From an optimization exercise on the open Yosys and OpenROAD flow, aimed at a short achievable clock period and few clock cycles; shortcuts taken in it are not production practice. In this exercise RTL edits were held to simulation tests only and were not proved equivalent to the original. Power figures rest on the tool's default switching activity, not on a simulated workload.

`config.mk`:
```
export PLATFORM = sky130hd
export DESIGN_NAME = Pipelined_CPU
export DESIGN_NICKNAME = Pipelined_CPU
export VERILOG_FILES = /design/flow/design.v
export SDC_FILE = /design/flow/constraint.sdc
export NUM_CORES = 4
export LEC_CHECK = 0
export CAP_MARGIN = 20
export CORE_MARGIN = 2
export CORE_UTILIZATION = 40
export SLEW_MARGIN = 20
```
`design.v`:
```
`timescale 1ns / 1ps
module ks_add #(parameter W = 32) (
    input  [W-1:0] a,
    input  [W-1:0] b,
    input          cin,
    output [W-1:0] s,
    output         cout
    );
    reg [W-1:0] x, g, p, gn, pn, c;
    integer d;
    always @(*) begin
        x = a ^ b;
        g = a & b;
        g[0] = g[0] | (x[0] & cin);
        p = x;
        for (d = 1; d < W; d = d * 2) begin
            gn = g | (p & (g << d));
            pn = p & ((p << d) | ((1 << d) - 1));
            g = gn;
            p = pn;
        end
        c = {g[W-2:0], cin};
    end
    assign s = x ^ c;
    assign cout = g[W-1];
endmodule
module lt_tree #(parameter W = 32) (
    input  [W-1:0] a,
    input  [W-1:0] b,
    output         lt
    );
    reg [W-1:0] l, e;
    integer n, k;
    always @(*) begin
        l = ~a & b;
        e = ~(a ^ b);
        for (n = W / 2; n >= 1; n = n / 2) begin
            for (k = 0; k < n; k = k + 1) begin
                l[k] = l[2*k + 1] | (e[2*k + 1] & l[2*k]);
                e[k] = e[2*k + 1] & e[2*k];
            end
        end
    end
    assign lt = l[0];
endmodule
`timescale 1ns / 1ps
module Pipelined_CPU(
    input clk,
    input reset,
    output reg [31:0] iaddr,
    input [31:0] idata,
    output reg [31:0] daddr,
    input [31:0] drdata,
    output reg [31:0] dwdata,
    output reg [3:0] we,
    output reg [31:0] pc
    );
    reg [31:0] pc_r;
    reg [31:0] pc_o;        
    reg        x_kill;      
    reg [31:0] x_a;         
    reg [31:0] x_b;         
    reg [31:0] x_sd;        
    reg [31:0] x_pre;       
    reg [31:0] x_alt;       
    reg [4:0]  x_rd;
    reg        x_wen;       
    reg        x_load;
    reg        x_store;
    reg        x_ispre;
    reg        x_jalr;
    reg [2:0]  x_f3;
    reg        x_sub;
    reg        x_arith;
    reg        x_sadd, x_sslt, x_ssltu, x_sxor, x_sor, x_sand, x_ssll, x_ssr;
    reg        x_m_eq, x_m_ne, x_m_lt, x_m_ge, x_m_ltu, x_m_geu;
    reg        x_fa, x_fb, x_fs;
    reg        x_addi;
    reg [31:0] x_nimm;
    reg        m_wen;
    reg        m_load;
    reg [4:0]  m_rd;
    reg [31:0] m_res;
    reg [2:0]  m_f3;
    reg [31:0] daddr_r;
    reg        w_wen;
    reg [4:0]  w_rd;
    reg [31:0] w_res;
    reg [31:0] rf [1:31];
    wire ev = ~x_kill;
    wire [31:0] a  = x_fa ? m_res : x_a;
    wire [31:0] b  = x_fb ? m_res : x_b;
    wire [31:0] sd = x_fs ? m_res : x_sd;
    wire [31:0] sum;
    wire        sum_co;
    ks_add #(32) u_add (.a(a), .b(b), .cin(x_sub), .s(sum), .cout(sum_co));
    wire eq_ab = ~|(x_a ^ x_b);
    wire eq_mb = ~|(m_res ^ x_b);
    wire eq_am = ~|(x_a ^ m_res);
    wire ltu_ab, ltu_mb, ltu_am, lts_ab, lts_mb, lts_am;
    lt_tree #(32) u_ltu_ab (.a(x_a),   .b(x_b),   .lt(ltu_ab));
    lt_tree #(32) u_ltu_mb (.a(m_res), .b(x_b),   .lt(ltu_mb));
    lt_tree #(32) u_ltu_am (.a(x_a),   .b(m_res), .lt(ltu_am));
    lt_tree #(32) u_lts_ab (.a({~x_a[31], x_a[30:0]}),     .b({~x_b[31], x_b[30:0]}),     .lt(lts_ab));
    lt_tree #(32) u_lts_mb (.a({~m_res[31], m_res[30:0]}), .b({~x_b[31], x_b[30:0]}),     .lt(lts_mb));
    lt_tree #(32) u_lts_am (.a({~x_a[31], x_a[30:0]}),     .b({~m_res[31], m_res[30:0]}), .lt(lts_am));
    wire eq  = x_fa ? (x_fb | eq_mb) : (x_fb ? eq_am : eq_ab);
    wire ltu = x_fa ? (~x_fb & ltu_mb) : (x_fb ? ltu_am : ltu_ab);
    wire lts = x_fa ? (~x_fb & lts_mb) : (x_fb ? lts_am : lts_ab);
    wire [31:0] sll = a << b[4:0];
    wire [31:0] srl = $signed({x_arith & a[31], a}) >>> b[4:0];
    wire [31:0] other =
        ({32{x_sslt}}  & {31'd0, lts}) |
        ({32{x_ssltu}} & {31'd0, ltu}) |
        ({32{x_sxor}}  & (a ^ b)) |
        ({32{x_sor}}   & (a | b)) |
        ({32{x_sand}}  & (a & b)) |
        ({32{x_ssll}}  & sll) |
        ({32{x_ssr}}   & srl) |
        ({32{x_ispre}} & x_pre);
    wire [31:0] res = x_sadd ? sum : other;
    wire mispred = ev & ((x_m_eq & eq) | (x_m_ne & ~eq) |
                         (x_m_lt & lts) | (x_m_ge & ~lts) |
                         (x_m_ltu & ltu) | (x_m_geu & ~ltu));
    wire jump = ev & x_jalr;
    wire x_redirect = mispred | jump;
    wire [31:0] x_target = x_jalr ? {sum[31:1], 1'b0} : x_alt;
    reg [3:0]  st_we;
    reg [31:0] st_data;
    always @(*) begin
        st_data = sd;
        st_we   = 4'b0000;
        case (x_f3)
            3'b000: begin
                st_we   = 4'b0001 << sum[1:0];
                st_data = {4{sd[7:0]}};
            end
            3'b001: begin
                st_we   = sum[1] ? 4'b1100 : 4'b0011;
                st_data = {2{sd[15:0]}};
            end
            3'b010: st_we = 4'b1111;
            default: st_we = 4'b0000;
        endcase
    end
    reg [31:0] ld;
    wire [1:0] la = m_res[1:0];
    always @(*) begin
        case (m_f3)
            3'b000: case (la)
                        2'b00: ld = {{24{drdata[7]}},  drdata[7:0]};
                        2'b01: ld = {{24{drdata[15]}}, drdata[15:8]};
                        2'b10: ld = {{24{drdata[23]}}, drdata[23:16]};
                        default: ld = {{24{drdata[31]}}, drdata[31:24]};
                    endcase
            3'b001: ld = la[1] ? {{16{drdata[31]}}, drdata[31:16]} : {{16{drdata[15]}}, drdata[15:0]};
            3'b100: case (la)
                        2'b00: ld = {24'd0, drdata[7:0]};
                        2'b01: ld = {24'd0, drdata[15:8]};
                        2'b10: ld = {24'd0, drdata[23:16]};
                        default: ld = {24'd0, drdata[31:24]};
                    endcase
            3'b101: ld = la[1] ? {16'd0, drdata[31:16]} : {16'd0, drdata[15:0]};
            default: ld = drdata;
        endcase
    end
    wire [31:0] m_val = m_load ? ld : m_res;    
    wire [31:0] ir = idata;
    wire [6:0] op  = ir[6:0];
    wire [4:0] rs1 = ir[19:15];
    wire [4:0] rs2 = ir[24:20];
    wire [4:0] rd  = ir[11:7];
    wire [2:0] f3  = ir[14:12];
    wire is_lui   = (op == 7'b0110111);
    wire is_auipc = (op == 7'b0010111);
    wire is_jal   = (op == 7'b1101111);
    wire is_jalr  = (op == 7'b1100111);
    wire is_br    = (op == 7'b1100011);
    wire is_load  = (op == 7'b0000011);
    wire is_store = (op == 7'b0100011);
    wire is_alui  = (op == 7'b0010011);
    wire is_alur  = (op == 7'b0110011);
    wire use_rs1 = is_jalr | is_br | is_load | is_store | is_alui | is_alur;
    wire use_rs2 = is_br | is_store | is_alur;
    wire rs2_alu = is_br | is_alur;      
    wire wen     = (is_lui | is_auipc | is_jal | is_jalr | is_load | is_alui | is_alur) & (rd != 5'd0);
    wire ispre   = is_lui | is_auipc | is_jal | is_jalr;
    wire [31:0] imm_i = {{20{ir[31]}}, ir[31:20]};
    wire [31:0] imm_s = {{20{ir[31]}}, ir[31:25], ir[11:7]};
    wire [31:0] imm_b = {{19{ir[31]}}, ir[31], ir[7], ir[30:25], ir[11:8], 1'b0};
    wire [31:0] imm_j = {{11{ir[31]}}, ir[31], ir[19:12], ir[20], ir[30:21], 1'b0};
    wire [31:0] imm   = is_store ? imm_s : imm_i;
    wire [31:0] f_tj, f_tb, f_pc4;
    wire [19:0] auipc_hi;
    wire        f_c3, f_c4;
    wire [12:0] tb_lo;
    wire [20:0] tj_lo;
    wire [18:0] pb_inc, pb_dec;
    wire [10:0] pj_inc, pj_dec;
    wire        cb_lo, cj_lo, cb_i, cb_d, cj_i, cj_d;
    ks_add #(13) u_tb (.a(pc_r[12:0]), .b(imm_b[12:0]), .cin(1'b0), .s(tb_lo), .cout(cb_lo));
    ks_add #(21) u_tj (.a(pc_r[20:0]), .b(imm_j[20:0]), .cin(1'b0), .s(tj_lo), .cout(cj_lo));
    ks_add #(19) u_bi (.a(pc_r[31:13]), .b(19'd1), .cin(1'b0), .s(pb_inc), .cout(cb_i));
    ks_add #(19) u_bd (.a(pc_r[31:13]), .b({19{1'b1}}), .cin(1'b0), .s(pb_dec), .cout(cb_d));
    ks_add #(11) u_ji (.a(pc_r[31:21]), .b(11'd1), .cin(1'b0), .s(pj_inc), .cout(cj_i));
    ks_add #(11) u_jd (.a(pc_r[31:21]), .b({11{1'b1}}), .cin(1'b0), .s(pj_dec), .cout(cj_d));
    wire [18:0] tb_hi = (ir[31] == cb_lo) ? pc_r[31:13] : cb_lo ? pb_inc : pb_dec;
    wire [10:0] tj_hi = (ir[31] == cj_lo) ? pc_r[31:21] : cj_lo ? pj_inc : pj_dec;
    assign f_tb = {tb_hi, tb_lo};
    assign f_tj = {tj_hi, tj_lo};
    ks_add #(30) u_p4 (.a(pc_r[31:2]), .b(30'd1), .cin(1'b0), .s(f_pc4[31:2]), .cout(f_c3));
    assign f_pc4[1:0] = pc_r[1:0];
    ks_add #(20) u_au (.a(pc_r[31:12]), .b(ir[31:12]), .cin(1'b0), .s(auipc_hi), .cout(f_c4));
    wire eqz_r = ~|(x_a ^ x_nimm);
    wire eqz_m = ~|(m_res ^ x_nimm);
    wire addi_zero = x_fa ? eqz_m : eqz_r;
    wire fuse = is_br && (f3[2:1] == 2'b00) && x_addi && ev &&
                (((rs1 == x_rd) && (rs2 == 5'd0)) || ((rs2 == x_rd) && (rs1 == 5'd0)));
    wire f_pred = is_jal | (is_br & (fuse ? (addi_zero ^ f3[0]) : (ir[31] | ir[12])));
    wire [31:0] f_target = ir[3] ? f_tj : f_tb;
    wire xw  = x_wen & ev;
    wire p1a = xw && (x_rd == rs1);
    wire p1b = xw && (x_rd == rs2);
    wire p2a = m_wen && (m_rd == rs1);
    wire p2b = m_wen && (m_rd == rs2);
    wire p3a = w_wen && (w_rd == rs1);
    wire p3b = w_wen && (w_rd == rs2);
    wire is_sub = is_alur & ir[30] & (f3 == 3'b000);
    wire stall = (x_load && ev && ((use_rs1 && p1a) || (use_rs2 && p1b))) ||
                 (is_sub && p1b);
    wire [31:0] rf1 = (rs1 == 5'd0) ? 32'd0 : rf[rs1];
    wire [31:0] rf2 = (rs2 == 5'd0) ? 32'd0 : rf[rs2];
    wire [31:0] rv1 = p2a ? m_val : p3a ? w_res : rf1;
    wire [31:0] rv2 = p2b ? m_val : p3b ? w_res : rf2;
    wire alu_op = is_alur | is_alui;
    wire bt = is_br & ~f_pred;    
    wire bn = is_br & f_pred;     
    wire [31:0] pre = is_lui ? {ir[31:12], 12'd0} :
                      is_auipc ? {auipc_hi, pc_r[11:0]} : f_pc4;
    wire        jf = is_jalr && x_ispre && p1a;
    wire [19:0] x_pre_p1, x_pre_m1;
    wire        jf_c1, jf_c2;
    ks_add #(20) u_xpp (.a(x_pre[31:12]), .b(20'd1),      .cin(1'b0), .s(x_pre_p1), .cout(jf_c1));
    ks_add #(20) u_xpm (.a(x_pre[31:12]), .b({20{1'b1}}), .cin(1'b0), .s(x_pre_m1), .cout(jf_c2));
    wire [11:0] jf_lo;
    wire        jf_c;
    ks_add #(12) u_jf (.a(x_pre[11:0]), .b(ir[31:20]), .cin(1'b0), .s(jf_lo), .cout(jf_c));
    wire [19:0] jf_hi = (ir[31] == jf_c) ? x_pre[31:12] : jf_c ? x_pre_p1 : x_pre_m1;
    wire [31:0] jf_target = {jf_hi, jf_lo[11:1], 1'b0};
    wire [31:0] pc_seq  = stall ? pc_r : jf ? jf_target : f_pred ? f_target : f_pc4;
    wire [31:0] pc_next = x_redirect ? x_target : pc_seq;
    always @(*) begin
        iaddr = pc_o;
        pc    = pc_o;
        daddr = daddr_r;
    end
    wire go = !reset && !stall;    
    always @(posedge clk) begin
        if (reset) pc_r <= 32'd0;
        else       pc_r <= pc_next;
        pc_o <= pc_next & {32{~reset}};
        x_kill  <= x_redirect;
        x_a     <= rv1;
        x_b     <= rs2_alu ? (rv2 ^ {32{is_sub}}) : imm;
        x_sd    <= rv2;
        x_pre   <= pre;
        x_addi  <= go && wen && is_alui && (f3 == 3'b000);
        x_nimm  <= ~imm_i + 32'd1;
        x_alt   <= f_pred ? f_pc4 : f_tb;
        x_rd    <= rd;
        x_wen   <= go && wen;
        x_load  <= go && is_load;
        x_store <= go && is_store;
        x_jalr  <= go && is_jalr && !jf;
        x_ispre <= ispre;
        x_f3    <= f3;
        x_sub   <= is_sub;
        x_arith <= ir[30];
        x_sadd  <= (alu_op & f3 == 3'b000) | is_load | is_store;
        x_sslt  <= alu_op & f3 == 3'b010;
        x_ssltu <= alu_op & f3 == 3'b011;
        x_sxor  <= alu_op & f3 == 3'b100;
        x_sor   <= alu_op & f3 == 3'b110;
        x_sand  <= alu_op & f3 == 3'b111;
        x_ssll  <= alu_op & f3 == 3'b001;
        x_ssr   <= alu_op & f3 == 3'b101;
        x_m_eq  <= go && ((bt && f3 == 3'b000) || (bn && f3 == 3'b001));
        x_m_ne  <= go && ((bt && f3 == 3'b001) || (bn && f3 == 3'b000));
        x_m_lt  <= go && ((bt && f3 == 3'b100) || (bn && f3 == 3'b101));
        x_m_ge  <= go && ((bt && f3 == 3'b101) || (bn && f3 == 3'b100));
        x_m_ltu <= go && ((bt && f3 == 3'b110) || (bn && f3 == 3'b111));
        x_m_geu <= go && ((bt && f3 == 3'b111) || (bn && f3 == 3'b110));
        x_fa    <= use_rs1 && p1a;
        x_fb    <= rs2_alu && p1b;
        x_fs    <= use_rs2 && p1b;
        m_wen   <= !reset && xw;
        m_load  <= x_load;
        m_rd    <= x_rd;
        m_res   <= res;
        m_f3    <= x_f3;
        daddr_r <= sum;
        we      <= (!reset && x_store && ev) ? st_we : 4'b0000;
        dwdata  <= st_data;
        w_wen <= !reset && m_wen;
        w_rd  <= m_rd;
        w_res <= m_val;
        if (w_wen) rf[w_rd] <= w_res;
    end
endmodule
```
`standard.sh`:
```
#!/bin/bash
# synth_recipe.tcl (not shown) runs the flow's synth.tcl, then flattens the netlist and writes it again
# the make line also repeats each setting of config.mk as NAME=value (left out here)
make -C /OpenROAD-flow-scripts/flow DESIGN_CONFIG=/design/flow/config.mk WORK_HOME=/design/flow/orfs CLKGATE_MAP_FILE= SYNTH_SCRIPT=/design/flow/synth_recipe.tcl "${@:-finish}"
```
`flow/run.sh`:
```
#!/bin/bash
set -euo pipefail
bash standard.sh SETUP_SLACK_MARGIN=5.5 finish > standard_make.log 2>&1
```
`constraint.sdc`:
```
create_clock -name core_clock -period 9.0 [get_ports {clk}]
set_input_delay 1.8000 -clock core_clock [delete_from_list [all_inputs] [get_ports {clk}]]
set_output_delay 1.8000 -clock core_clock [all_outputs]
set_load 0.01 [all_outputs]
```
==> impl_metrics.tcl, run 1 <==
set metrics [dict create \
    antenna_found_initial 11 \
    fin_skew_ns 0.0488 \
    cp.required_ns 9.72 \
    fin_nets 6949 \
    critPathMostFrequentCell "nand2_1" \
    cp-end-kind "flop" \
    p_leak_uw 0.0353 \
    wire_per_inst_um 35.9 \
    start_kind "flop" \
    syn2layout_area_growth_pct 28.8 \
    hold_buffers 0 \
    yosys_most_used_dff "edfxtp_1" \
    cts_buffers 152 \
    fin_setup_tns_ns 0 \
    fin_crit_sh_pct 44.7 \
    slowest_delay_ns 0.81 \
    io_pins 198 \
    vias_per_cell 6.57 \
    synthArstFlopShare_pct 0 \
    clk_pin_slew_worst_paths_ns 0.06 \
    start_util_pct 40.3 \
    core_area_um2 190000 \
    die_w_um 442 \
    path_cells "buf_4 -> bufbuf_16 -> mux2i_1 -> ha_1 -> a21oi_1 -> nand2_1 -> nor2_1 -> o2111ai_4 -> nand2_2 -> o211a_1 -> nand2b_1 -> o32ai_1 -> nand2_1 -> a311oi_1" \
    power.total_uw 17300 \
    grt_overflow 0 \
    drc 0 \
    place_congestion 0.978 \
    fin_ws_ns 4.98 \
    grt_max_degree 69 \
    synth_cell_type_count 92 \
    outcome "finished clean" \
    critPathSlowestCell "mux2i_1" \
    criticalPathCategory "reg2reg" \
    num_rows 160 \
    drtIter0Drc 8375 \
    finalSetupViolCount 0 \
    hold_ws_ns 0.396 \
    syn_inst 6119 \
    grt_pass1_wl_um 456000 \
    drive_gt1_share_pct 34.6 \
    grt_pass1_vias 58700 \
    path_buf_inv 2 \
    min_period_ns 4.02 \
    routed_wl_um 334000 \
    rsz0062_at_grt "yes" \
    hold_viol_final 0 \
    grt.total_usage_pct 32.8 \
    yosys_warnings 10 \
    drtAntennaViolNets 0 \
    clockBufferDepth 3 \
    max-cap-violations 0 \
    syn_area_per_cell_um2 12.5 \
    path_delay_family "compound AO/OA/AOI/OAI gates" \
    portBuffers 197 \
    max_slew_margin_pct 12.4 \
    place_ws_ns 2.57 \
    synth_seq_area_share_pct 50.2 \
    arrival_ns 4.74 \
    hold_path.class "reg2reg" \
    drt_pass1_iterations 6 \
    clockRootBuffer "clkbuf_16" \
    synth.net_count 6417 \
    num_vias 60900 \
    syn_area_um2 76700 \
    die_area_um2 195000 \
    drv_slew 0 \
    ir_drop_mv 0.220 \
    worstPathMaxFanout 18 \
    fmax_ghz 0.248 \
    powerDensity_nw_per_um2 175 \
    cts_tree "done" \
    worstMarginPinSlew_ns 1.31 \
    synth-edff-count 992 \
    cts_sinks 1428 \
    clk_latency_ns 0.85 \
    post-dp-hpwl_um 195000 \
    ys_ff_latch 1428 \
    cts.htree.levels 4 \
    die_h_um 442 \
    n_fill_cell 15800 \
]
## flip-flops by register name, indices dropped and copies added, names as in the netlist, 30 cells and up
register and cells:
rf 992, daddr_r 32, dwdata 32, m_res 32
pc_o 32, pc_r 32, w_res 32, x_a 32
x_alt 32, x_b 32, x_pre 32, x_sd 32
x_nimm 30
## where the power goes
| part | internal, uW | total, uW | leakage, uW | switching (uW) |
|---|---|---|---|---|
| combinational | 1460 | 3330 | 0.0200 | 1870 |
| clock | 3860 | 6620 | 0.00248 | 2760 |
| sequential | 7140 | 7330 | 0.0127 | 188 |
## layer usage
metal	track usage, %	routed length [um]	vias to the layer above
li1	-	-	24800
met1	40.2	118000	30800
met2	51.6	152000	4243
met3	6.89	34400	1133
met4	23.6	29000	10
met5	0	75	-
## layout make-up
| class | instances | area, um2 | area share (%) |
|---|---|---|---|
| Timing Repair Buffer | 842 | 10400 | 10.5 |
| Tap cell | 2511 | 3140 | 3.18 |
| Multi-Input combinational cell | 3993 | 40500 | 41.0 |
| Timing Repair inverter | 1 | 5.00 | 0.00506 |
| Antenna cell | 2 | 5.00 | 0.00506 |
| Clock inverter | 74 | 990 | 1.00 |
| Sequential cell | 1428 | 38700 | 39.2 |
| Clock buffer | 199 | 4140 | 4.19 |
| Inverter | 233 | 933 | 0.944 |
## Yosys cell counts (148+ instances only)
library cell / number / area (um2)
clkbuf_1: 305 / 1140
ha_1: 226 / 2830
nand2_1: 352 / 1320
dfxtp_1: 436 / 8730
inv_1: 224 / 841
edfxtp_1: 992 / 29800
xnor2_1: 186 / 1630
nor2_1: 431 / 1620
mux2i_1: 239 / 2390
a211oi_1: 148 / 1110
a21oi_1: 504 / 2520
o21ai_0: 241 / 1210
mux4_2: 544 / 12300
## path summary, 6_finish.rpt
path                            startpoint  endpoint  slack (ns)  cells past startpoint
worst min register to register     m_rd[1]   w_rd[1]        0.40                      0
worst min-delay path               m_rd[1]   w_rd[1]        0.40                      0
worst max register to register        x_fb  pc_r[31]        4.98                     14
worst max-delay path                  x_fb  pc_r[31]        4.98                     14
## kinds of logic after synthesis
group	share of synthesized area [%]
muxes	20.0
xor gates and xnor gates	3.29
DFF	50.2
AOI/OAI and AO/OA	11.3
adders and majority gates	3.84
and+or+nand+nor	7.51
buffers and inverters	3.83
## through the flow
stage          cells  area [um2]  utilization (%)
6_report        9283       98800             51.9
5_1_grt         9281       98800             51.9
4_1_cts         9119       95700             50.3
3_3_place_gp    8485       81900             43.0
2_1_floorplan   6119       78300                -
3_5_place_dp    8485       82000             43.0
## repair_timing
action | CTS | global route
buffers inserted | 273 | 140
endpoints found under the setup margin | 414 | 201
gates cloned | 88 | 21
pin swaps | 221 | 216
resized for setup | 1076 | 316
## cell usage in the layout, fill, tap and decap left out, drive strengths merged, types with 71 or more instances in the layout
cell type and instances:
clkbuf 223, xnor2 186, dlygate4sd2 112, buf 614, o21ai 264, nand2 359, ha 226, edfxtp 992
a211oi 148, nor2 434, inv 228, a221oi 71, nand3 84, dfxtp 436, mux2i 239, xor2 102
a21oi 506, mux4 544, nor3 98
Testbench counts, summed over its fixed seeds: cycles 60,046.
==> inputs of run 2 (changes only) <==
--- a/config.mk
+++ b/config.mk
@@ -7,5 +7,5 @@
 export LEC_CHECK = 0
 export CAP_MARGIN = 20
 export CORE_MARGIN = 2
-export CORE_UTILIZATION = 40
+export CORE_UTILIZATION = 50
 export SLEW_MARGIN = 20
==> run 2 against run 1 <==
Effect of this change:
- combinational power is 1% higher
- fmax down 0.59%
- cell area down 1.1%
- sequential share of layout area is 0.34 points higher
- first-iteration DRC count down 0.30%
- non-clock buffer count shrank 11
- critical endpoint is now pc_o[17]
- largest power group unchanged
==> impl_metrics.tcl, run 2 <==
set metrics [dict create \
    ys_ff_latch 1428 \
    top_register "rf" \
    antenna_found_initial 11 \
    synth-edff-count 992 \
    max-cap-violations 0 \
    syn2layout_area_growth_pct 27.5 \
    synth.net_count 6417 \
    p_int_uw 12200 \
    worstMarginPinSlew_ns 1.30 \
    cts_tree "done" \
    start_util_pct 50.5 \
    path_delay_family "compound AO/OA/AOI/OAI gates" \
    cts_buffers 155 \
    power.share.clock_pct 37.4 \
    drtIter0Drc 8350 \
    synth.area.top_cells "edfxtp_1, mux4_2, dfxtp_1" \
    synthArstFlopShare_pct 0 \
    critPathSlowestCell "o41ai_4" \
    layout_common_cells "edfxtp_1, mux4_2, a21oi_1" \
    die_area_um2 157000 \
    grt_pass1_vias 57400 \
    drc 0 \
    die_w_um 396 \
    yosys-top-cells-count "edfxtp_1, mux4_2, a21oi_1, dfxtp_1, nor2_1" \
    drv_slew 0 \
    min_period_ns 4.05 \
    p_comb_share_pct 19.7 \
    yosys_warnings 10 \
    p_leak_uw 0.0350 \
    worstPathMaxFanout 6 \
    syn_inst 6119 \
    rsz0062_at_grt "yes" \
    cp.required_ns 9.67 \
    netlist.area_leader.share_pct 38.8 \
    post-dp-hpwl_um 188000 \
    syn_area_per_cell_um2 12.5 \
    place_congestion 1.02 \
    num_vias 60600 \
    clk_pin_slew_worst_paths_ns 0.06 \
    portBuffers 197 \
    yosys_most_used_dff "edfxtp_1" \
    grt_max_degree 68 \
    p_switching_uw 4910 \
    slowest_delay_ns 0.39 \
    core_area_um2 152000 \
    io_pins 198 \
    grt_pass1_wl_um 437000 \
    power.total_uw 17100 \
    n_fill_cell 11300 \
    drive_gt1_share_pct 33.5 \
    synth_seq_area_share_pct 50.2 \
    hold_buffers 0 \
    arrival_ns 4.72 \
    largest_reg_flops 992 \
    drt_pass1_iterations 8 \
    hold_ws_ns 0.377 \
    path_buf_inv 4 \
    p_sw_share_pct 28.7 \
    cts_sinks 1428 \
    clockBufferDepth 3 \
    syn_area_um2 76700 \
    drtAntennaViolNets 0 \
    fin_crit_sh_pct 45.0 \
    sequentialPowerShare_pct 42.9 \
    path_cells "buf_12 -> ha_4 -> inv_2 -> fa_2 -> nor2b_4 -> o31ai_4 -> a21oi_2 -> o41ai_4 -> buf_6 -> buf_12 -> mux2i_4 -> xor2_2 -> nor2_2 -> a21oi_2 -> o21ai_2 -> a221oi_4 -> a211oi_2" \
    hold_viol_final 0 \
    grt_overflow 0 \
    start_kind "input pin" \
    fin_nets 6942 \
    fin_setup_tns_ns 0 \
    layout_commonest_cell "edfxtp_1" \
    fin_skew_ns 0.0333 \
    hold_path.class "reg2reg" \
    outcome "finished clean" \
    cts.htree.levels 4 \
    powerDensity_nw_per_um2 175 \
    die_h_um 396 \
    grt.total_usage_pct 39.6 \
    max_slew_margin_pct 12.0 \
    ir_drop_mv 0.275 \
    synth_cell_type_count 92 \
    fmax_ghz 0.247 \
    num_rows 143 \
    routed_wl_um 328000 \
    finalSetupViolCount 0 \
    wire_per_inst_um 37.2 \
    synth_area_leader_cell "edfxtp_1" \
    vias_per_cell 6.88 \
    clk_latency_ns 0.83 \
    clockRootBuffer "clkbuf_16" \
    cp-end-kind "flop" \
    criticalPathCategory "in2reg" \
    synth.most_common_cell "edfxtp_1" \
]
run 2: final timing paths:
kind | slack, ns | to | cells after the start | from
setup reg to reg | 5.08 | pc_r[30] | 15 | x_fb
hold / removal | 0.38 | m_load | 0 | x_load
setup / recovery | 4.95 | pc_o[17] | 17 | idata[8]
hold reg to reg | 0.38 | m_load | 0 | x_load
run 2: power by group through the flow:
stage | clock (uW) | combinational, uW | sequential, uW
2_1_floorplan | 0 | 1480 | 7400
3_3_place_gp | 0 | 2500 | 7450
3_5_place_dp | 0 | 2500 | 7450
4_1_cts | 6430 | 3020 | 7320
5_1_grt | 6680 | 3480 | 7330
6_report | 6390 | 3370 | 7330
run 2: timing repair:
item | in CTS | in global routing
resized for setup | 892 | 397
setup buffers | 218 | 178
gates cloned | 72 | 44
pin swaps | 183 | 235
endpoints found under the setup margin | 381 | 181
run 2: final cells by class:
class | instances | area [um2] | share of cell area [%]
multi-input combinational | 3995 | 40100 | 41.0
antenna | 10 | 25.0 | 0.0256
timing repair buffer | 831 | 10500 | 10.7
tap | 2030 | 2540 | 2.60
clock inverter | 80 | 912 | 0.933
inverter | 233 | 937 | 0.958
sequential | 1428 | 38600 | 39.5
clock buffer | 198 | 4140 | 4.24
run 2: layer usage:
layer | vias up | track usage [%] | part of all wire [%]
met3 | 1055 | 7.25 | 10
met1 | 30600 | 51.0 | 35
li1 | 24800 | - | -
met4 | 8 | 25.0 | 8.4
met2 | 4142 | 62.2 | 46
met5 | - | 0 | 0.016
run 2: cells by family after synthesis:
family	Yosys count	synth area share, %
flops	1428	50.2
compound gates	1372	11.3
simple gates	1245	7.51
fa+ha+maj	232	3.84
mux	847	20.0
buf+inv	707	3.83
xor+xnor	288	3.29
run 2: worst reg2reg max path: stages, from the launching register on:
cell       delay, ns
dfxtp_4         0.35
buf_12          0.14
buf_4           0.28
mux2i_2         0.36
ha_1            0.38
a2111oi_1       0.44
a32o_1          0.27
o211ai_1        0.10
buf_4           0.18
a21oi_4         0.22
o21ai_4         0.10
a31oi_4         0.29
o21bai_4        0.13
mux2i_2         0.19
o21ai_2         0.26
a21oi_2         0.09
run 2: stage by stage:
| step | area [um2] | setup WS (ns) | utilization (%) | cells |
|---|---|---|---|---|
| 2_1_floorplan | 78300 | 4.18 | - | 6119 |
| 3_3_place_gp | 81400 | 2.61 | 53.5 | 8005 |
| 3_5_place_dp | 81400 | 2.57 | 53.5 | 8005 |
| 4_1_cts | 93500 | 5.09 | 61.5 | 8573 |
| 5_1_grt | 97800 | 4.91 | 64.3 | 8797 |
| 6_report | 97800 | 4.95 | 64.3 | 8805 |
==> inputs of run 3 (changes only) <==
--- a/design.v
+++ b/design.v
@@ -87,7 +87,9 @@
     reg [4:0]  w_rd;
     reg [31:0] w_res;
     reg [31:0] rf [1:31];
-    wire ev = ~x_kill;
+    reg        m_jump;
+    reg [31:0] m_jtarget;
+    wire ev = ~(x_kill | m_jump);
     wire [31:0] a  = x_fa ? m_res : x_a;
     wire [31:0] b  = x_fb ? m_res : x_b;
     wire [31:0] sd = x_fs ? m_res : x_sd;
@@ -123,8 +125,8 @@
                          (x_m_lt & lts) | (x_m_ge & ~lts) |
                          (x_m_ltu & ltu) | (x_m_geu & ~ltu));
     wire jump = ev & x_jalr;
-    wire x_redirect = mispred | jump;
-    wire [31:0] x_target = x_jalr ? {sum[31:1], 1'b0} : x_alt;
+    wire x_redirect = mispred | m_jump;
+    wire [31:0] x_target = m_jump ? m_jtarget : x_alt;
     reg [3:0]  st_we;
     reg [31:0] st_data;
     always @(*) begin
@@ -260,6 +262,8 @@
         else       pc_r <= pc_next;
         pc_o <= pc_next & {32{~reset}};
         x_kill  <= x_redirect;
+        m_jump  <= !reset && jump;
+        m_jtarget <= {sum[31:1], 1'b0};
         x_a     <= rv1;
         x_b     <= rs2_alu ? (rv2 ^ {32{is_sub}}) : imm;
         x_sd    <= rv2;
==> run 3 against run 2 <==
Effect of this change:
- still clean on timing, DRC and antenna
- cell area about the same
- register-to-register slack worse by 0.16 ns
- count of clock-buffer cells in the layout shrank 2
- synthesized area down 0.39%
- via count fell by 0.88%
- largest cell class unchanged
- largest power group unchanged
==> impl_metrics.tcl, run 3 <==
set metrics [dict create \
    syn2layout_area_growth_pct 27.9 \
    power.total_uw 17100 \
    worstMarginPinSlew_ns 1.15 \
    synth-edff-count 992 \
    p_int_uw 12300 \
    drv_slew 0 \
    syn_area_um2 76400 \
    sequentialPowerShare_pct 43.7 \
    clockBufferDepth 3 \
    power.share.clock_pct 38.9 \
    synth.area.top_cells "edfxtp_1, mux4_2, dfxtp_1" \
    finalSetupViolCount 0 \
    ir_drop_mv 0.175 \
    worstPathMaxFanout 7 \
    die_area_um2 156000 \
    core_area_um2 152000 \
    synth_area_leader_cell "edfxtp_1" \
    syn_inst 6010 \
    fin_skew_ns 0.0424 \
    layout_common_cells "edfxtp_1, mux4_2, a21oi_1" \
    wire_per_inst_um 37.3 \
    n_fill_cell 11000 \
    start_util_pct 50.3 \
    drive_gt1_share_pct 33.8 \
    outcome "finished clean" \
    syn_area_per_cell_um2 12.7 \
    yosys_warnings 10 \
    cp.required_ns 9.67 \
    grt_overflow 0 \
    p_sw_share_pct 28.1 \
    synth_cell_type_count 89 \
    routed_wl_um 324000 \
    die_w_um 395 \
    clk_pin_slew_worst_paths_ns 0.06 \
    layout_commonest_cell "edfxtp_1" \
    clockRootBuffer "clkbuf_16" \
    num_vias 60000 \
    p_comb_share_pct 17.5 \
    cts_buffers 156 \
    portBuffers 197 \
    largest_reg_flops 992 \
    synth_seq_area_share_pct 50.4 \
    rsz0062_at_grt "yes" \
    cp-end-kind "flop" \
    p_leak_uw 0.0352 \
    hold_viol_final 0 \
    grt_pass1_vias 56700 \
    fmax_ghz 0.242 \
    fin_nets 6835 \
    fin_crit_sh_pct 46.0 \
    drtIter0Drc 8348 \
    post-dp-hpwl_um 186000 \
    drc 0 \
    drt_pass1_iterations 9 \
    grt.total_usage_pct 40.1 \
    synth.most_common_cell "edfxtp_1" \
    max-cap-violations 0 \
    slowest_delay_ns 0.42 \
    netlist.area_leader.share_pct 39.0 \
    grt_pass1_wl_um 440000 \
    powerDensity_nw_per_um2 175 \
    grt_max_degree 69 \
    num_rows 143 \
    synth.net_count 6308 \
    hold_buffers 0 \
    cts_tree "done" \
    criticalPathCategory "in2reg" \
    path_cells "buf_16 -> buf_16 -> fa_2 -> a211oi_4 -> o21ai_2 -> a2111oi_4 -> buf_4 -> o31ai_4 -> and4_4 -> a41oi_4 -> xnor2_1 -> a21oi_1 -> nor2_1 -> a2111oi_4 -> a211oi_1" \
    yosys-top-cells-count "edfxtp_1, mux4_2, a21oi_1, nor2_1, dfxtp_1" \
    fin_setup_tns_ns 0 \
    p_switching_uw 4820 \
    drtAntennaViolNets 0 \
    synthArstFlopShare_pct 0 \
    max_slew_margin_pct 23.3 \
    hold_path.class "reg2reg" \
    top_register "rf" \
    start_kind "input pin" \
    min_period_ns 4.14 \
    critPathSlowestCell "fa_2" \
    clk_latency_ns 0.83 \
    cts_sinks 1429 \
    antenna_found_initial 6 \
    die_h_um 395 \
    io_pins 198 \
    yosys_most_used_dff "edfxtp_1" \
    arrival_ns 4.81 \
    place_congestion 1.00 \
    vias_per_cell 6.90 \
    ys_ff_latch 1429 \
    cts.htree.levels 4 \
]
## run 3: power groups by stage
stage | sequential (uW) | combinational [uW] | clock (uW)
after floorplan | 7420 | 1450 | 0
after global placement | 7590 | 2260 | 0
after detailed placement | 7590 | 2250 | 0
after CTS | 7470 | 2700 | 6690
after global routing | 7480 | 3120 | 6950
final | 7480 | 3000 | 6660
## run 3: cells by family after synthesis
| group | share of synthesized area (%) |
|---|---|
| DFF | 50.4 |
| AOI/OAI and AO/OA | 11.3 |
| and+or+nand+nor | 7.18 |
| muxes | 20.5 |
| buffers and inverters | 3.58 |
| xor gates and xnor gates | 3.20 |
| adders and majority gates | 3.86 |
## run 3: per-layer routing
| metal | wire, um | part of all wire (%) | global-route usage (%) | vias to the layer above |
|---|---|---|---|---|
| met5 | 18 | 0.0056 | 0 | - |
| met4 | 28300 | 8.7 | 27.2 | 4 |
| met3 | 33700 | 10 | 7.55 | 1043 |
| met2 | 147000 | 45 | 61.9 | 4267 |
| met1 | 115000 | 36 | 51.7 | 30200 |
| li1 | - | - | - | 24500 |
## run 3: final cells by class
| type | instances | area, um2 | area share (%) |
|---|---|---|---|
| clock buffer | 196 | 4290 | 4.39 |
| timing repair buffer | 815 | 10500 | 10.8 |
| multi-input combinational | 3919 | 39700 | 40.7 |
| sequential | 1429 | 38800 | 39.7 |
| inverter | 216 | 862 | 0.882 |
| tap | 2030 | 2540 | 2.60 |
| antenna | 1 | 2.50 | 0.00256 |
| clock inverter | 88 | 1020 | 1.04 |
## run 3: path summary, 6_finish.rpt
kind                  start       end  slack (ns)  cells past startpoint
setup / recovery  idata[21]  pc_o[31]        4.86                     15
hold / removal      pc_r[0]  x_alt[0]        0.37                      0
setup reg to reg    x_a[26]  pc_o[30]        4.92                     15
hold reg to reg     pc_r[0]  x_alt[0]        0.37                      0
## run 3: what timing repair did
| item | CTS | global route |
|---|---|---|
| setup endpoints to repair | 409 | 231 |
| pin swaps | 218 | 176 |
| gates cloned | 90 | 30 |
| setup buffers | 265 | 124 |
| gates resized for setup | 1024 | 340 |
## run 3: through the flow
stage	cell area [um2]	setup WS [ns]	utilization (%)	cells	hold WS [ns]
finish	97800	4.86	64.4	8694	0.368
global route	97800	4.75	64.4	8693	0.385
CTS	94300	4.88	62.1	8539	0.366
detailed placement	81100	2.72	53.4	7900	0.358
global placement	81000	2.79	53.4	7900	0.358
floorplan	77900	3.76	-	6010	0.331
## run 3: critical path: cells and delay by family
family / cells / cell delay, ns
adder cells (fa/ha/maj): 1 / 0.42
XOR/XNOR: 1 / 0.10
AO/OA/AOI/OAI: 8 / 1.63
buffers and inverters: 3 / 0.48
AND/OR/NAND/NOR: 2 / 0.36
Testbench counts of run 3, summed over its fixed seeds: cycles 60,046.
==> inputs of run 4 (changes only) <==
--- a/design.v
+++ b/design.v
@@ -87,15 +87,14 @@
     reg [4:0]  w_rd;
     reg [31:0] w_res;
     reg [31:0] rf [1:31];
-    reg        m_jump;
-    reg [31:0] m_jtarget;
-    wire ev = ~(x_kill | m_jump);
+    wire ev = ~x_kill;
     wire [31:0] a  = x_fa ? m_res : x_a;
     wire [31:0] b  = x_fb ? m_res : x_b;
     wire [31:0] sd = x_fs ? m_res : x_sd;
+    wire [31:0] bx = x_sub ? ~b : b;
     wire [31:0] sum;
     wire        sum_co;
-    ks_add #(32) u_add (.a(a), .b(b), .cin(x_sub), .s(sum), .cout(sum_co));
+    ks_add #(32) u_add (.a(a), .b(bx), .cin(x_sub), .s(sum), .cout(sum_co));
     wire eq_ab = ~|(x_a ^ x_b);
     wire eq_mb = ~|(m_res ^ x_b);
     wire eq_am = ~|(x_a ^ m_res);
@@ -125,8 +124,8 @@
                          (x_m_lt & lts) | (x_m_ge & ~lts) |
                          (x_m_ltu & ltu) | (x_m_geu & ~ltu));
     wire jump = ev & x_jalr;
-    wire x_redirect = mispred | m_jump;
-    wire [31:0] x_target = m_jump ? m_jtarget : x_alt;
+    wire x_redirect = mispred | jump;
+    wire [31:0] x_target = x_jalr ? {sum[31:1], 1'b0} : x_alt;
     reg [3:0]  st_we;
     reg [31:0] st_data;
     always @(*) begin
@@ -227,9 +226,7 @@
     wire p2b = m_wen && (m_rd == rs2);
     wire p3a = w_wen && (w_rd == rs1);
     wire p3b = w_wen && (w_rd == rs2);
-    wire is_sub = is_alur & ir[30] & (f3 == 3'b000);
-    wire stall = (x_load && ev && ((use_rs1 && p1a) || (use_rs2 && p1b))) ||
-                 (is_sub && p1b);
+    wire stall = x_load && ev && ((use_rs1 && p1a) || (use_rs2 && p1b));
     wire [31:0] rf1 = (rs1 == 5'd0) ? 32'd0 : rf[rs1];
     wire [31:0] rf2 = (rs2 == 5'd0) ? 32'd0 : rf[rs2];
     wire [31:0] rv1 = p2a ? m_val : p3a ? w_res : rf1;
@@ -240,13 +237,13 @@
     wire [31:0] pre = is_lui ? {ir[31:12], 12'd0} :
                       is_auipc ? {auipc_hi, pc_r[11:0]} : f_pc4;
     wire        jf = is_jalr && x_ispre && p1a;
+    wire [11:0] jf_lo;
+    wire        jf_c;
+    ks_add #(12) u_jf (.a(x_pre[11:0]), .b(ir[31:20]), .cin(1'b0), .s(jf_lo), .cout(jf_c));
     wire [19:0] x_pre_p1, x_pre_m1;
     wire        jf_c1, jf_c2;
     ks_add #(20) u_xpp (.a(x_pre[31:12]), .b(20'd1),      .cin(1'b0), .s(x_pre_p1), .cout(jf_c1));
     ks_add #(20) u_xpm (.a(x_pre[31:12]), .b({20{1'b1}}), .cin(1'b0), .s(x_pre_m1), .cout(jf_c2));
-    wire [11:0] jf_lo;
-    wire        jf_c;
-    ks_add #(12) u_jf (.a(x_pre[11:0]), .b(ir[31:20]), .cin(1'b0), .s(jf_lo), .cout(jf_c));
     wire [19:0] jf_hi = (ir[31] == jf_c) ? x_pre[31:12] : jf_c ? x_pre_p1 : x_pre_m1;
     wire [31:0] jf_target = {jf_hi, jf_lo[11:1], 1'b0};
     wire [31:0] pc_seq  = stall ? pc_r : jf ? jf_target : f_pred ? f_target : f_pc4;
@@ -262,10 +259,8 @@
         else       pc_r <= pc_next;
         pc_o <= pc_next & {32{~reset}};
         x_kill  <= x_redirect;
-        m_jump  <= !reset && jump;
-        m_jtarget <= {sum[31:1], 1'b0};
         x_a     <= rv1;
-        x_b     <= rs2_alu ? (rv2 ^ {32{is_sub}}) : imm;
+        x_b     <= rs2_alu ? rv2 : imm;
         x_sd    <= rv2;
         x_pre   <= pre;
         x_addi  <= go && wen && is_alui && (f3 == 3'b000);
@@ -278,7 +273,7 @@
         x_jalr  <= go && is_jalr && !jf;
         x_ispre <= ispre;
         x_f3    <= f3;
-        x_sub   <= is_sub;
+        x_sub   <= is_alur & ir[30] & (f3 == 3'b000);
         x_arith <= ir[30];
         x_sadd  <= (alu_op & f3 == 3'b000) | is_load | is_store;
         x_sslt  <= alu_op & f3 == 3'b010;
==> run 4 against run 3 <==
Effect of this change:
- largest cell class unchanged
- first-iteration DRC count is 3.3% higher
- combinational power is 23% higher
- register-to-register slack better by 0.10 ns
==> impl_metrics.tcl, run 4 <==
set metrics [dict create \
    outcome "finished clean" \
    yosys-top-cells-count "edfxtp_1, mux4_2, dfxtp_1, a21oi_1, nand2_1" \
    syn_area_um2 77300 \
    synth-edff-count 992 \
    drive_gt1_share_pct 34.7 \
    synth_area_leader_cell "edfxtp_1" \
    io_pins 198 \
    die_h_um 397 \
    start_util_pct 50.3 \
    synth-simple-area-share_pct 6.75 \
    drtAntennaViolNets 0 \
    fin_nets 6920 \
    wire_per_inst_um 37.2 \
    layout_common_cells "edfxtp_1, mux4_2, buf_4" \
    drt_pass1_iterations 9 \
    power.total_uw 17700 \
    cp-end-kind "flop" \
    synth_mux_area_share_pct 21.7 \
    vias_per_cell 6.94 \
    drc 0 \
    cts_sinks 1428 \
    core_area_um2 154000 \
    slowest_delay_ns 0.37 \
    arrival_ns 4.87 \
    largest_reg_flops 992 \
    cts_buffers 155 \
    min_period_ns 4.15 \
    worstMarginPinSlew_ns 1.19 \
    fmax_ghz 0.241 \
    synthArstFlopShare_pct 0 \
    synth_cell_type_count 83 \
    clockRootBuffer "clkbuf_16" \
    portBuffers 197 \
    cp.required_ns 9.72 \
    num_rows 144 \
    cts.htree.levels 4 \
    powerDensity_nw_per_um2 178 \
    synth_xor_area_share_pct 3.17 \
    routed_wl_um 326000 \
    start_kind "input pin" \
    syn_inst 6048 \
    grt_max_degree 76 \
    max-cap-violations 0 \
    path_buf_inv 7 \
    grt_pass1_wl_um 438000 \
    max_slew_margin_pct 19.8 \
    path_cells "buf_16 -> buf_4 -> buf_8 -> buf_6 -> buf_4 -> ha_4 -> inv_2 -> nor2_2 -> a221oi_4 -> a21oi_4 -> buf_6 -> or2_2 -> a31oi_1 -> mux2i_2 -> o31a_1 -> o221a_1 -> a211oi_2" \
    yosys_most_used_dff "edfxtp_1" \
    drtIter0Drc 8621 \
    clk_pin_slew_worst_paths_ns 0.06 \
    hold_path.class "reg2reg" \
    criticalPathCategory "in2reg" \
    hold_buffers 0 \
    layout_commonest_cell "edfxtp_1" \
    ys_ff_latch 1428 \
    synth_top_family_by_area "multiplexers" \
    finalSetupViolCount 0 \
    synth_seq_area_share_pct 49.8 \
    synthAdderAreaFrac_pct 4.27 \
    grt_overflow 0 \
    antenna_found_initial 3 \
    synth.net_count 6375 \
    fin_setup_tns_ns 0 \
    rsz0062_at_grt "yes" \
    num_vias 60900 \
    die_w_um 397 \
    p_leak_uw 0.0361 \
    grt.total_usage_pct 39.4 \
    cts_tree "done" \
    synth.most_common_cell "edfxtp_1" \
    synth.area.top_cells "edfxtp_1, mux4_2, dfxtp_1" \
    ir_drop_mv 0.178 \
    netlist.area_leader.share_pct 38.5 \
    hold_viol_final 0 \
    fin_skew_ns 0.0602 \
    syn_area_per_cell_um2 12.8 \
    worstPathMaxFanout 5 \
    drv_slew 0 \
    fin_crit_sh_pct 46.1 \
    grt_pass1_vias 57200 \
    path_delay_family "compound AO/OA/AOI/OAI gates" \
    place_congestion 1.05 \
    clockBufferDepth 3 \
    critPathSlowestCell "a221oi_4" \
    synth_compound_area_share_pct 10.7 \
    post-dp-hpwl_um 187000 \
    top_register "rf" \
    die_area_um2 158000 \
    yosys_warnings 10 \
    syn2layout_area_growth_pct 28.3 \
    clk_latency_ns 0.85 \
]
==> run 4: cell types whose count changed after synthesis, sizes merged, moves of 20 or more <==
cell,before,now
mux2,53,97
xor2,87,140
mux2i,240,299
o21a,49,28
ha,226,256
inv,211,231
a221oi,60,109
nor2,447,359
and3,33,55
xnor2,192,140
a21oi,462,433
a211oi,139,119
o211ai,94,56
==> run 4: through the flow <==
stage          cell area (um2)  worst slack, ns  hold WS, ns  util [%]  std cells
2_1_floorplan            78800             3.99        0.324         -       6048
3_3_place_gp             82100             2.77        0.388      53.4       7965
3_5_place_dp             82100             2.73        0.380      53.4       7965
4_1_cts                  94800             4.98        0.396      61.6       8575
5_1_grt                  99200             4.82        0.397      64.5       8769
6_report                 99200             4.85        0.398      64.5       8770
==> run 4: path summary, 6_finish.rpt <==
path,end,slack [ns],startpoint,cells after the start
worst max-delay path,pc_o[21],4.85,idata[20],17
worst min register to register,x_alt[0],0.40,pc_r[0],0
worst max register to register,pc_r[24],5.02,x_fb,17
worst min-delay path,x_alt[0],0.40,pc_r[0],0
==> run 4: repair_timing <==
item,4_1_cts,5_1_grt
pin swaps,174,178
resized for setup,942,465
gates cloned,67,36
buffers inserted,254,157
setup endpoints to repair,427,260
==> run 4: routing by layer <==
layer  wire, um  global-route usage (%)  up-vias
met4      28600                    26.5        4
met1     113000                    49.3    30700
li1           -                       -    24700
met5         22                   0.151        -
met3      33800                    7.44     1157
met2     151000                    62.7     4347
==> run 4: power breakdown <==
group / switching (uW) / internal, uW
combinational: 2060 / 1630
sequential: 262 / 7180
clock: 2870 / 3670
==> run 4: logic make-up after synthesis <==
family,Yosys count
compound gates,1288
flops,1428
fa+ha+maj,261
mux,958
buf+inv,695
simple gates,1138
xor+xnor,280
==> run 4: layout make-up <==
| class | count | area, um2 |
|---|---|---|
| Timing Repair Buffer | 840 | 10400 |
| Inverter | 233 | 958 |
| Clock buffer | 211 | 4340 |
| Clock inverter | 78 | 940 |
| Fill cell | 11400 | 54700 |
| Antenna cell | 1 | 2.50 |
| Multi-Input combinational cell | 3934 | 41300 |
| Timing Repair inverter | 1 | 5.00 |
| Tap cell | 2044 | 2560 |
| Sequential cell | 1428 | 38700 |
==> run 4: worst register-to-register path, cell delays in order, from the launching register on <==
cell,delay [ns]
dfxtp_4,0.37
buf_12,0.15
buf_8,0.15
mux2i_4,0.32
xnor2_2,0.18
ha_4,0.24
nor2b_4,0.13
o31a_1,0.26
o31a_1,0.30
a211oi_4,0.39
o211ai_1,0.14
buf_4,0.20
a41o_1,0.22
a21oi_4,0.19
xnor2_4,0.09
buf_12,0.15
a211oi_2,0.27
a211oi_1,0.09
Testbench counts of run 4, summed over its fixed seeds: cycles 59,984.
==> inputs of run 5 (changes only) <==
--- a/design.v
+++ b/design.v
@@ -62,6 +62,10 @@
     reg [31:0] x_b;         
     reg [31:0] x_sd;        
     reg [31:0] x_pre;       
+    reg [31:0] x_pc;
+    reg [19:0] x_uimm;      
+    reg [19:0] x_uimm_m1;
+    reg        x_auipc;
     reg [31:0] x_alt;       
     reg [4:0]  x_rd;
     reg        x_wen;       
@@ -87,14 +91,20 @@
     reg [4:0]  w_rd;
     reg [31:0] w_res;
     reg [31:0] rf [1:31];
-    wire ev = ~x_kill;
+    reg        m_jump;
+    reg [31:0] m_jtarget;
+    wire ev = ~(x_kill | m_jump);
     wire [31:0] a  = x_fa ? m_res : x_a;
     wire [31:0] b  = x_fb ? m_res : x_b;
     wire [31:0] sd = x_fs ? m_res : x_sd;
-    wire [31:0] bx = x_sub ? ~b : b;
     wire [31:0] sum;
     wire        sum_co;
-    ks_add #(32) u_add (.a(a), .b(bx), .cin(x_sub), .s(sum), .cout(sum_co));
+    ks_add #(32) u_add (.a(a), .b(b), .cin(x_sub), .s(sum), .cout(sum_co));
+    wire [19:0] auipc_hi, auipc_p1, auipc_m1;
+    wire        au_c0, au_c1, au_c2;
+    ks_add #(20) u_au   (.a(x_pc[31:12]), .b(x_uimm),    .cin(1'b0), .s(auipc_hi), .cout(au_c0));
+    ks_add #(20) u_au_p (.a(x_pc[31:12]), .b(x_uimm),    .cin(1'b1), .s(auipc_p1), .cout(au_c1));
+    ks_add #(20) u_au_m (.a(x_pc[31:12]), .b(x_uimm_m1), .cin(1'b0), .s(auipc_m1), .cout(au_c2));
     wire eq_ab = ~|(x_a ^ x_b);
     wire eq_mb = ~|(m_res ^ x_b);
     wire eq_am = ~|(x_a ^ m_res);
@@ -118,14 +128,15 @@
         ({32{x_sand}}  & (a & b)) |
         ({32{x_ssll}}  & sll) |
         ({32{x_ssr}}   & srl) |
-        ({32{x_ispre}} & x_pre);
+        ({32{x_ispre}} & x_pre) |
+        ({32{x_auipc}} & {auipc_hi, x_pc[11:0]});
     wire [31:0] res = x_sadd ? sum : other;
     wire mispred = ev & ((x_m_eq & eq) | (x_m_ne & ~eq) |
                          (x_m_lt & lts) | (x_m_ge & ~lts) |
                          (x_m_ltu & ltu) | (x_m_geu & ~ltu));
     wire jump = ev & x_jalr;
-    wire x_redirect = mispred | jump;
-    wire [31:0] x_target = x_jalr ? {sum[31:1], 1'b0} : x_alt;
+    wire x_redirect = mispred | m_jump;
+    wire [31:0] x_target = m_jump ? m_jtarget : x_alt;
     reg [3:0]  st_we;
     reg [31:0] st_data;
     always @(*) begin
@@ -185,14 +196,13 @@
     wire use_rs2 = is_br | is_store | is_alur;
     wire rs2_alu = is_br | is_alur;      
     wire wen     = (is_lui | is_auipc | is_jal | is_jalr | is_load | is_alui | is_alur) & (rd != 5'd0);
-    wire ispre   = is_lui | is_auipc | is_jal | is_jalr;
+    wire ispre   = is_lui | is_jal | is_jalr;
     wire [31:0] imm_i = {{20{ir[31]}}, ir[31:20]};
     wire [31:0] imm_s = {{20{ir[31]}}, ir[31:25], ir[11:7]};
     wire [31:0] imm_b = {{19{ir[31]}}, ir[31], ir[7], ir[30:25], ir[11:8], 1'b0};
     wire [31:0] imm_j = {{11{ir[31]}}, ir[31], ir[19:12], ir[20], ir[30:21], 1'b0};
     wire [31:0] imm   = is_store ? imm_s : imm_i;
     wire [31:0] f_tj, f_tb, f_pc4;
-    wire [19:0] auipc_hi;
     wire        f_c3, f_c4;
     wire [12:0] tb_lo;
     wire [20:0] tj_lo;
@@ -211,7 +221,6 @@
     assign f_tj = {tj_hi, tj_lo};
     ks_add #(30) u_p4 (.a(pc_r[31:2]), .b(30'd1), .cin(1'b0), .s(f_pc4[31:2]), .cout(f_c3));
     assign f_pc4[1:0] = pc_r[1:0];
-    ks_add #(20) u_au (.a(pc_r[31:12]), .b(ir[31:12]), .cin(1'b0), .s(auipc_hi), .cout(f_c4));
     wire eqz_r = ~|(x_a ^ x_nimm);
     wire eqz_m = ~|(m_res ^ x_nimm);
     wire addi_zero = x_fa ? eqz_m : eqz_r;
@@ -226,7 +235,9 @@
     wire p2b = m_wen && (m_rd == rs2);
     wire p3a = w_wen && (w_rd == rs1);
     wire p3b = w_wen && (w_rd == rs2);
-    wire stall = x_load && ev && ((use_rs1 && p1a) || (use_rs2 && p1b));
+    wire is_sub = is_alur & ir[30] & (f3 == 3'b000);
+    wire stall = (x_load && ev && ((use_rs1 && p1a) || (use_rs2 && p1b))) ||
+                 (is_sub && p1b);
     wire [31:0] rf1 = (rs1 == 5'd0) ? 32'd0 : rf[rs1];
     wire [31:0] rf2 = (rs2 == 5'd0) ? 32'd0 : rf[rs2];
     wire [31:0] rv1 = p2a ? m_val : p3a ? w_res : rf1;
@@ -234,17 +245,20 @@
     wire alu_op = is_alur | is_alui;
     wire bt = is_br & ~f_pred;    
     wire bn = is_br & f_pred;     
-    wire [31:0] pre = is_lui ? {ir[31:12], 12'd0} :
-                      is_auipc ? {auipc_hi, pc_r[11:0]} : f_pc4;
-    wire        jf = is_jalr && x_ispre && p1a;
-    wire [11:0] jf_lo;
-    wire        jf_c;
-    ks_add #(12) u_jf (.a(x_pre[11:0]), .b(ir[31:20]), .cin(1'b0), .s(jf_lo), .cout(jf_c));
+    wire [31:0] pre = is_lui ? {ir[31:12], 12'd0} : f_pc4;
+    wire        jf = is_jalr && (x_ispre || x_auipc) && p1a;
     wire [19:0] x_pre_p1, x_pre_m1;
     wire        jf_c1, jf_c2;
     ks_add #(20) u_xpp (.a(x_pre[31:12]), .b(20'd1),      .cin(1'b0), .s(x_pre_p1), .cout(jf_c1));
     ks_add #(20) u_xpm (.a(x_pre[31:12]), .b({20{1'b1}}), .cin(1'b0), .s(x_pre_m1), .cout(jf_c2));
-    wire [19:0] jf_hi = (ir[31] == jf_c) ? x_pre[31:12] : jf_c ? x_pre_p1 : x_pre_m1;
+    wire [11:0] jf_lo;
+    wire        jf_c;
+    wire [11:0] jb_lo = x_auipc ? x_pc[11:0] : x_pre[11:0];
+    wire [19:0] jb_hi = x_auipc ? auipc_hi : x_pre[31:12];
+    wire [19:0] jb_p1 = x_auipc ? auipc_p1 : x_pre_p1;
+    wire [19:0] jb_m1 = x_auipc ? auipc_m1 : x_pre_m1;
+    ks_add #(12) u_jf (.a(jb_lo), .b(ir[31:20]), .cin(1'b0), .s(jf_lo), .cout(jf_c));
+    wire [19:0] jf_hi = (ir[31] == jf_c) ? jb_hi : jf_c ? jb_p1 : jb_m1;
     wire [31:0] jf_target = {jf_hi, jf_lo[11:1], 1'b0};
     wire [31:0] pc_seq  = stall ? pc_r : jf ? jf_target : f_pred ? f_target : f_pc4;
     wire [31:0] pc_next = x_redirect ? x_target : pc_seq;
@@ -259,10 +273,16 @@
         else       pc_r <= pc_next;
         pc_o <= pc_next & {32{~reset}};
         x_kill  <= x_redirect;
+        m_jump  <= !reset && jump;
+        m_jtarget <= {sum[31:1], 1'b0};
         x_a     <= rv1;
-        x_b     <= rs2_alu ? rv2 : imm;
+        x_b     <= rs2_alu ? (rv2 ^ {32{is_sub}}) : imm;
         x_sd    <= rv2;
         x_pre   <= pre;
+        x_pc    <= pc_r;
+        x_uimm  <= ir[31:12];
+        x_uimm_m1 <= ir[31:12] - 20'd1;
+        x_auipc <= is_auipc;
         x_addi  <= go && wen && is_alui && (f3 == 3'b000);
         x_nimm  <= ~imm_i + 32'd1;
         x_alt   <= f_pred ? f_pc4 : f_tb;
@@ -273,7 +293,7 @@
         x_jalr  <= go && is_jalr && !jf;
         x_ispre <= ispre;
         x_f3    <= f3;
-        x_sub   <= is_alur & ir[30] & (f3 == 3'b000);
+        x_sub   <= is_sub;
         x_arith <= ir[30];
         x_sadd  <= (alu_op & f3 == 3'b000) | is_load | is_store;
         x_sslt  <= alu_op & f3 == 3'b010;
==> run 5 against run 4 <==
Effect of this change:
- still clean on timing, DRC and antenna
- synthesized area increased by 4.9%
- clock skew decreased by 0.0080 ns
- synthesized cell count increased by 11%
- total power increased by 2.3%
- via count increased by 7.1%
==> impl_metrics.tcl, run 5 <==
set metrics [dict create \
    timing.rr.start "x_auipc" \
    vias_per_cell 6.84 \
    criticalPathCategory "in2reg" \
    cts_buffers 163 \
    grt.total_usage_pct 40.5 \
    hold_path.class "reg2reg" \
    synth-edff-count 992 \
    ir_drop_mv 0.219 \
    cts_tree "done" \
    clk_latency_ns 0.84 \
    synth_cell_type_count 91 \
    yosys-top-cells-count "edfxtp_1, mux4_2, a21oi_1, dfxtp_1, nand2_1" \
    antenna_found_initial 15 \
    n_fill_cell 12000 \
    synth.most_common_cell "edfxtp_1" \
    netlist.area_leader.share_pct 36.7 \
    wire_per_inst_um 36.1 \
    start_kind "input pin" \
    power.share.clock_pct 39.1 \
    drtIter0Drc 8610 \
    grt_overflow 0 \
    fin_skew_ns 0.0522 \
    power.total_uw 18100 \
    fin_crit_sh_pct 45.2 \
    p_leak_uw 0.0381 \
    die_w_um 407 \
    finalSetupViolCount 0 \
    syn_inst 6716 \
    io_pins 198 \
    synth.net_count 7049 \
    core_area_um2 161000 \
    p_int_uw 13000 \
    cts_sinks 1496 \
    cts.htree.levels 4 \
    ys_ff_latch 1496 \
    hold_ws_ns 0.396 \
    layout_commonest_cell "edfxtp_1" \
    yosys_most_used_dff "edfxtp_1" \
    min_period_ns 4.07 \
    synth_area_leader_cell "edfxtp_1" \
    grt_pass1_wl_um 469000 \
    arrival_ns 4.80 \
    outcome "finished clean" \
    synth_mux_area_share_pct 18.6 \
    synthArstFlopShare_pct 0 \
    synth.area.top_cells "edfxtp_1, mux4_2, dfxtp_1" \
    routed_wl_um 344000 \
    worstPathMaxFanout 19 \
    post-dp-hpwl_um 206000 \
    drt_pass1_iterations 10 \
    powerDensity_nw_per_um2 174 \
    num_vias 65200 \
    p_sw_share_pct 28.0 \
    synth_xor_area_share_pct 3.78 \
    yosys_warnings 10 \
    synth_compound_area_share_pct 12.0 \
    fmax_ghz 0.246 \
    drc 0 \
    largest_reg_flops 992 \
    cp.required_ns 9.74 \
    place_congestion 1.03 \
    fin_nets 7564 \
    clockBufferDepth 3 \
    worstMarginPinSlew_ns 1.22 \
    start_util_pct 50.4 \
    clockRootBuffer "clkbuf_16" \
    p_comb_share_pct 17.8 \
    hold_viol_final 0 \
    die_area_um2 165000 \
    die_h_um 407 \
    syn_area_um2 81100 \
    grt_pass1_vias 62600 \
    syn_area_per_cell_um2 12.1 \
    portBuffers 197 \
    p_switching_uw 5070 \
    synth_seq_area_share_pct 49.2 \
    synth-simple-area-share_pct 8.33 \
    rsz0062_at_grt "yes" \
    layout_common_cells "edfxtp_1, mux4_2, a21oi_1" \
    drtAntennaViolNets 0 \
    grt_max_degree 65 \
    top_register "rf" \
    drv_slew 0 \
    clk_pin_slew_worst_paths_ns 0.06 \
    sequentialPowerShare_pct 43.1 \
    syn2layout_area_growth_pct 27.9 \
    synthAdderAreaFrac_pct 4.20 \
    cp-end-kind "flop" \
    fin_setup_tns_ns 0 \
    holdCritStartpoint "x_rd[1]" \
    cp-startpoint "idata[6]" \
    max_slew_margin_pct 18.1 \
    drive_gt1_share_pct 33.4 \
    num_rows 147 \
    synth_top_family_by_area "multiplexers" \
    max-cap-violations 0 \
]
==> run 5: changes by cell type in the layout (fill, tap and decap cells not counted), moves of 31 or more <==
cell / previous run / this run
o21ai_0: 174 / 263
o21ai_2: 25 / 56
dfxtp_1: 341 / 391
nor2_1: 301 / 406
a21oi_1: 336 / 426
nand2_1: 327 / 410
xnor2_1: 120 / 213
mux2i_1: 238 / 125
==> run 5: critical path, cell delays in order <==
cell and delay (ns):
clkdlybuf4s15_2 0.35, nor4_4 0.40, nand2_2 0.14, or3_4 0.38, nor4_4 0.29, or3_4 0.18
buf_12 0.20, nor2_4 0.08, nand2_4 0.19, a211oi_1 0.09, or3_4 0.37, a311oi_2 0.29
==> run 5: path summary, 6_finish.rpt <==
check | endpoint | cells after the start | slack, ns
min | m_rd[1] | 0 | 0.40
max reg2reg | pc_r[17] | 16 | 4.99
max | pc_r[17] | 12 | 4.93
min reg2reg | m_rd[1] | 0 | 0.40
==> run 5: cells by family after synthesis <==
family	after synthesis
XOR/XNOR	350
AND/OR/NAND/NOR	1478
buffers and inverters	780
multiplexers	800
adder cells (fa/ha/maj)	268
AO/OA/AOI/OAI	1544
flip-flops	1496
==> run 5: power groups by stage <==
stage               Sequential [uW]  Clock, uW  Combinational (uW)
global placement               7920          0                2410
finish                         7790       7060                3220
floorplan                      7740          0                1540
detailed placement             7910          0                2420
global route                   7780       7360                3350
CTS                            7780       7070                2880
==> run 5: timing repair <==
action,4_1_cts,5_1_grt
gates cloned,86,22
setup buffers,251,159
gates resized for setup,1078,497
pin swaps,251,279
endpoints found under the setup margin,380,230
hold buffers,0,0
==> run 5: routing by layer <==
metal / GRT usage, % / wire, um / share of wire [%] / vias to the layer above
li1: - / - / - / 26900
met1: 47.3 / 116000 / 34 / 32500
met2: 64.8 / 160000 / 47 / 4457
met3: 9.47 / 34600 / 10 / 1362
met4: 31.2 / 33000 / 9.6 / 12
met5: 0 / 70 / 0.020 / -
==> run 5: layout make-up <==
cell class	instances	area, um2	share of cell area (%)
clock inverter	76	1010	0.971
tap	2160	2700	2.60
multi-input combinational	4447	43300	41.7
clock buffer	225	4600	4.43
antenna	7	17.5	0.0169
sequential	1496	40100	38.7
timing repair buffer	853	11000	10.6
inverter	270	1060	1.02
==> run 5: through the flow <==
step	cell area, um2	util [%]	instances	worst slack (ns)
after floorplan	82600	-	6716	3.94
after global placement	85800	53.3	8707	2.72
after detailed placement	85800	53.3	8707	2.63
after CTS	99800	62.0	9345	5.07
after global routing	104000	64.5	9527	4.86
final	104000	64.5	9534	4.93
Testbench counts of run 5, summed over its fixed seeds: cycles 60,046.

[static timing again, ports no longer ideal]
How much do the figures lean on ideal ports? The routed layouts below were timed once more, with nothing changed but the port constraints.
Step 1 (the two cells are an assumption about what drives the block):
set clk [get_ports {clk}]
set_driving_cell -lib_cell sky130_fd_sc_hd__clkbuf_16 $clk
set_driving_cell -lib_cell sky130_fd_sc_hd__buf_2 [delete_from_list [all_inputs] $clk]
Step 2 also shifts input and output timing later by t, the mid clock arrival at the registers, as if the neighbouring blocks saw the same clock.
Slacks: ideal / step 1 / step 2; pairs: ideal / step 1.
| run | t (ns) | setup slack, ns | hold slack, ns | worst setup path after step 2 | clock arrival spread, ns |
|---|---|---|---|---|---|
| run 1 | 0.911 | 4.976 / 4.790 / 3.878 | 0.396 / 0.396 / 0.396 | input to register | 0.054 / 0.055 |
| run 2 | 0.902 | 4.952 / 4.814 / 3.912 | 0.377 / 0.377 / 0.377 | input to register | 0.034 / 0.034 |
| run 3 | 0.899 | 4.862 / 4.733 / 3.834 | 0.368 / 0.368 / 0.368 | input to register | 0.047 / 0.047 |
| run 4 | 0.900 | 4.849 / 4.746 / 3.846 | 0.398 / 0.398 / 0.398 | input to register | 0.070 / 0.070 |
| run 5 | 0.891 | 4.935 / 4.849 / 3.958 | 0.396 / 0.396 / 0.396 | input to register | 0.053 / 0.053 |
After both steps every run listed still meets setup and hold. The setup slack of run 1, which loses most, moves by -0.186 ns with the drivers and by -1.098 ns with both steps.
